What follows belongs to an exercise in optimizing a design on an open flow for small area, a short achievable clock period and few clock cycles per item; a production flow would make more cautious choices.
The RTL was checked by simulation tests, not by an equivalence proof against the original design.
Power and IR drop assume default switching activity.

Setup of run A:
==> flow/design.v <==
module alu(
	output reg[15:0] data_out,
	output reg       valid_out,
	output reg       cmd_out,
	input [15:0]     data_in,
	input            valid_in,
	input            cmd_in,
	output reg       amm_read,
	output reg[7:0]  amm_address,
	input [7:0]      amm_readdata,
	input            amm_waitrequest,
	input [1:0]      amm_response,
	input clk,
	input rst_n
	);
	localparam D = 62;               
	reg        busy;                 
	reg        rx;                   
	reg        last;                 
	reg [5:0]  rem;                  
	reg        idx0, idx1;           
	reg [3:0]  op;
	reg        ee;                   
	reg        err;                  
	reg        dly;                  
	reg        pay;                  
	reg        b_mem;                
	reg        b_iss;                
	reg        b_i1;                 
	reg [7:0]  b_val;
	reg [7:0]  stk [0:D-1];
	reg [5:0]  cnt;
	reg        pop;                  
	reg        infl_i1;              
	reg [7:0]  addr_n;               
	reg [7:0]  v0r, v1r;             
	reg        v1big;                
	reg [7:0]  vbg, vrg;             
	reg [11:0] ures;                 
	reg [11:0] acc;
	wire o_and = (op == 4'd1);
	wire o_or  = (op == 4'd2);
	wire o_xor = (op == 4'd3);
	wire o_log = o_and || o_or || o_xor;
	wire o_not = (op == 4'd4);
	wire o_inc = (op == 4'd5);
	wire o_dec = (op == 4'd6);
	wire o_neg = (op == 4'd7);
	wire o_shr = (op == 4'd8);
	wire o_shl = (op == 4'd9);
	wire o_fast = o_log || o_not;        
	wire idle    = !busy && !dly && !(valid_out && cmd_out);
	wire hdr_in  = idle && valid_in && cmd_in;
	wire beat_in = busy && rx && valid_in;
	wire imm_now = beat_in && !(data_in[8] && !ee);    
	wire [3:0] h_op = data_in[11:8];
	wire [5:0] h_n  = data_in[5:0];
	wire h_ee = (h_n == 6'd0) || (h_op >= 4'd10) ||
	            (h_op[3:2] == 2'b01 && h_n != 6'd1) ||
	            (h_op[3:1] == 3'b100 && h_n != 6'd2);
	wire done_rd  = amm_read && !amm_waitrequest;
	wire rsp_err  = done_rd && (amm_response != 2'b00);
	wire err_n    = err || rsp_err;
	wire push     = b_mem && !b_iss && !err;
	wire head_ok  = (cnt != 6'd0) && !pop;
	wire new_mem  = beat_in && data_in[8] && !ee;
	wire port_free = !amm_read || !amm_waitrequest;
	wire can_iss   = busy && port_free && !err_n;
	wire src_b     = push;
	wire src_e     = !push && head_ok;
	wire src_d     = !push && !head_ok && new_mem;
	wire issue     = can_iss && (src_b || src_e || src_d);
	wire hold_a    = amm_read && amm_waitrequest;
	wire [7:0] addr_next = src_b ? b_val : (src_e ? stk[0] : data_in[7:0]);
	wire waiting   = push || head_ok || new_mem;
	wire reads_done = err_n || (!(amm_read && amm_waitrequest) && !waiting);
	wire beats_done = !rx || (last && valid_in);
	wire respond    = busy && beats_done && reads_done;
	wire hdr_go     = (respond && o_fast) || dly;
	wire [11:0] sum   = acc + {4'h0, vbg} + {4'h0, vrg};
	wire [7:0]  a_or  = acc[7:0] | vbg | vrg;
	wire [7:0]  a_xor = acc[7:0] ^ vbg ^ vrg;
	wire [7:0]  a_log = o_xor ? a_xor : a_or;
	wire [11:0] acc_n = o_log ? {4'h0, a_log} : sum;
	wire [7:0] x0 = v0r;
	wire [7:0] x1 = v1r;
	reg  [7:0] x_all1, x_any1;             
	integer j;
	always @(*) begin
		x_all1[0] = 1'b1;
		x_any1[0] = 1'b0;
		for (j = 1; j < 8; j = j + 1) begin
			x_all1[j] = x_all1[j-1] & x0[j-1];
			x_any1[j] = x_any1[j-1] | x0[j-1];
		end
	end
	wire [11:0] x_inc = {3'h0, x_all1[7] & x0[7], x0 ^ x_all1};
	wire [11:0] x_dec = {{4{!(x_any1[7] | x0[7])}}, x0 ^ ~x_any1};
	wire [7:0]  x_neg = x0 ^ x_any1;
	wire [7:0]  x_shr = v1big ? 8'h00 : x0 >> x1[2:0];
	wire [7:0]  x_shl = v1big ? 8'h00 : x0 << x1[2:0];
	wire [11:0] ures_n = {4'h0, ({8{o_not}} & ~x0) | ({8{o_neg}} & x_neg) |
	                            ({8{o_shr}} & x_shr) | ({8{o_shl}} & x_shl)} |
	                     ({12{o_inc}} & x_inc) | ({12{o_dec}} & x_dec);
	wire [11:0] res = o_log ? {4'h0, a_log ^ {8{o_and}}} : o_not ? {4'h0, ~v0r} :
	                  (op[3] || op[2]) ? ures : acc;
	integer k;
	always @(posedge clk) begin
		if (push) begin
			stk[0] <= b_val;
			if (!pop)
				for (k = 1; k < D; k = k + 1) stk[k] <= stk[k-1];
		end
		else if (pop) begin
			for (k = 0; k < D-1; k = k + 1) stk[k] <= stk[k+1];
		end
		b_val <= data_in[7:0];
		b_i1  <= idx1;
		v0r   <= (imm_now && idx0) ? data_in[7:0] : (done_rd && !infl_i1) ? amm_readdata : v0r;
		v1r   <= (imm_now && idx1) ? data_in[7:0] : (done_rd &&  infl_i1) ? amm_readdata : v1r;
		v1big <= (imm_now && idx1) ? |data_in[7:3] : (done_rd &&  infl_i1) ? |amm_readdata[7:3] : v1big;
		ures  <= ures_n;
		data_out <= (valid_out && cmd_out) ? (err ? 16'h0bad : {4'h0, res})
		                                   : {11'h0, err_n, op};
		amm_address <= hold_a ? ~addr_n : addr_next;
		addr_n      <= hold_a ? addr_n : ~addr_next;
		if (!hold_a)
			infl_i1 <= src_b ? b_i1 : (src_e ? 1'b1 : idx1);
		if (!rst_n) begin
			busy      <= 1'b0;
			rx        <= 1'b0;
			last      <= 1'b0;
			rem       <= 6'd0;
			idx0      <= 1'b0;
			idx1      <= 1'b0;
			op        <= 4'd0;
			ee        <= 1'b0;
			err       <= 1'b0;
			b_mem     <= 1'b0;
			b_iss     <= 1'b0;
			cnt       <= 6'd0;
			pop       <= 1'b0;
			acc       <= 12'd0;
			amm_read  <= 1'b0;
			valid_out <= 1'b0;
			cmd_out   <= 1'b0;
			dly       <= 1'b0;
			pay       <= 1'b0;
			vbg       <= 8'h00;
			vrg       <= 8'h00;
		end
		else begin
			if (hdr_in) begin
				busy <= 1'b1;
				rx   <= (h_n != 6'd0);
				last <= (h_n == 6'd1);
				rem  <= h_n;
				idx0 <= 1'b1;
				idx1 <= 1'b0;
				op   <= h_op;
				ee   <= h_ee;
				err  <= h_ee;
			end
			else
				err <= err_n;
			acc <= pay ? 12'h000 : acc_n;
			pay <= cmd_out;
			vbg <= imm_now ? data_in[7:0] ^ {8{o_and}} : 8'h00;
			vrg <= done_rd ? amm_readdata ^ {8{o_and}} : 8'h00;
			if (beat_in) begin
				rem  <= rem - 6'd1;
				last <= (rem == 6'd2);
				rx   <= !last;
				idx0 <= 1'b0;
				idx1 <= idx0;
			end
			b_mem <= new_mem;
			b_iss <= issue && src_d;
			cnt <= err ? 6'd0 : cnt + {5'd0, push} - {5'd0, pop};
			pop <= issue && !src_d;
			amm_read <= (amm_read && amm_waitrequest) || issue;
			if (respond) busy <= 1'b0;
			dly       <= respond && !o_fast;
			valid_out <= hdr_go || (valid_out && cmd_out);
			cmd_out   <= hdr_go;
		end
	end
endmodule
clock: 5.0 ns
lec_check: 0
abc_clock_period_in_ps: 1800
cap_margin: 20
core_margin: 2
core_utilization: 60
cts_cluster_diameter: 50
cts_cluster_size: 32
setup_slack_margin: 3.0
slew_margin: 20
standard.sh (not shown) runs the stock make flow with config.mk's settings and CLKGATE_MAP_FILE= SYNTH_SCRIPT=/design/flow/synth_recipe.tcl, a recipe that flattens the netlist after the stock synthesis.
==> flow/flow/run.sh <==
#!/bin/bash
# The standard layout (standard.sh), with synthesis changed in two ways:
# adders are left to ABC as plain logic (no full/half-adder cells, ADDER_MAP_FILE
# empty), and ABC maps with its own script (flow/synth.tcl). Registers and their
# names are those of the standard synthesis. Ports are buffered, as in the
# standard flow, but with buf_4 cells rather than the delay buffer that
# buffer_ports picks by default.
set -euo pipefail
here=$(pwd)

ports="BUFFER_PORTS_ARGS=-buffer_cell sky130_fd_sc_hd__buf_4"
bash standard.sh synth SYNTH_SCRIPT="$here/flow/synth.tcl" ADDER_MAP_FILE= "$ports" > "$here/synth.log" 2>&1
bash standard.sh finish SYNTH_SCRIPT="$here/flow/synth.tcl" ADDER_MAP_FILE= "$ports" > "$here/layout.log" 2>&1
test -f "$here/out/final.def"
==> flow/flow/synth.tcl <==
# The standard flow's synthesis script (synth_recipe.tcl), with one change: ABC maps with a
# script that maps with SAT-based area-oriented matching (&nf -a) and pin permutation.
proc synth {args} { yosys synth -nofsm -noshare {*}$args }
proc abc {args} {
  set i [lsearch -exact $args -script]
  if {$i >= 0} {
    set s "+&get -n;&st;&dch;&nf -a -p;&put;buffer -c;topo;stime -c;upsize -c;dnsize -c"
    set args [lreplace $args $i [expr {$i + 1}] -script $s]
  }
  yosys abc {*}$args
}
source $::env(SCRIPTS_DIR)/synth.tcl
# left out here: clear keep_hierarchy, flatten, clean up, hide names made inside functions, write 1_2_yosys.v
Looking at the reports, run A completed the entire flow and the layout it produced met the timing, design-rule and antenna checks.
Testbench counts of run A, summed over its fixed seeds: cycles 34,374, items 2,000.
## Diff of input files: run B against run A
Settings: CTS_CLUSTER_DIAMETER now 60, was 50; SETUP_SLACK_MARGIN now 2.9, was 3.0; CTS_CLUSTER_SIZE now 24, was 32.
==> comparison <==
Run A: all stages complete, timing, DRC and antenna checks passed. The final layout from run B, which completed every stage, passed the timing, design-rule and antenna checks at the end of the flow. Run comparison: run A slowest library cell on the worst path sky130_fd_sc_hd__dfxtp_4; run B slowest library cell on the worst path sky130_fd_sc_hd__or3_4. Summary of run B over run A: total power now sits lower, setup clock skew after layout now sits lower, HPWL reported at the end of detailed placement now sits lower. Run A ended up with amm_read as its start point of the critical path; run B ended up with data_in[4].
The following lists how run C was set up differently from run B:
Settings: changing SETUP_SLACK_MARGIN from 2.9 to 3.0.
[summary]
- The flow did not stop early for run C: all stages ran, and the layout cleared the timing, design-rule and antenna checks.
- Compared with run B, run C shows a utilization after layout that is 1.9 points higher.
- Run C has met3 usage above what run B had.
- [run C vs run B] cell count: higher in run C
Inputs modified between run C and run D:
Settings: a change of SETUP_SLACK_MARGIN from 3.0 to 2.8.
Notes after the runs:
- Against run C, the final cell area of run D is lower.
- When run D is measured against run C, its routing usage on met1 turns out 0.55 points lower.
- As far as hold path depth goes, run D and run C are indistinguishable; the numbers are identical.
- The maximum fanout count along the critical path reported for run D is greater than that of run C by 24.
--- input diff run D..run E ---
Settings: CTS_BUF_LIST now sky130_fd_sc_hd__clkbuf_8, previously not set; SETUP_SLACK_MARGIN now 2.9, was 2.8; CTS_CLUSTER_DIAMETER now 40, was 60; CTS_CLUSTER_SIZE now 16, was 24.
Results
Fraction of layout instances using a drive strength above 1 in run E is 4.7 points above run D.
In run E, clock network fraction of total power is higher than in run D.
In the metrics for run E and run D, the one carrying the lower routability-driven placement congestion ratio is run D.
Run E vs. run D: async set-or-reset flop fraction in the synthesized netlist stayed essentially flat; register fraction of the total cell area fell by 1.1 points; final routed wire length divided by cell count fell by about 0.7%; power share of the combinational group fell by 0.5 points.
From run D to run E the numbers moved as follows: overall power of the completed layout shows an increase of 800 µW; wire length shows an increase of 1000 µm; multi-input gate share of total cell area shows a reduction of 1.1 points.

re-timing with driven ports:
In the flow no input, the clock included, has a driving cell. The finished layouts below were timed again as built, in two steps. Step 1, drivers: a clkbuf_16 drives clk and a buf_2 each remaining input, both assumed. Step 2 moves the port delays by t, midway between the first and last clock arrival at a register: inputs arrive t later, outputs are due t later. That takes back most of the time a late clock gives input paths. Three values: ideal, step 1, step 2; two values: the first two.
run | t, ns | slack for setup (ns) | slew at the worst register clock pin (ns) | worst slew at a driven data input, ns
run A | 0.651 | 2.911 / 2.855 / 2.364 | 0.09 / 0.09 | 0.07
run B | 0.627 | 2.918 / 2.884 / 2.312 | 0.09 / 0.09 | 0.04
run C | 0.638 | 2.897 / 2.867 / 2.337 | 0.09 / 0.09 | 0.07
run D | 0.637 | 2.844 / 2.810 / 2.234 | 0.09 / 0.09 | 0.05
run E | 0.704 | 2.843 / 2.790 / 2.333 | 0.09 / 0.09 | 0.04
After both steps every run listed still meets setup and hold. For run D, which loses most, drivers alone change the setup slack by -0.034 ns; drivers and shift together by -0.610 ns.
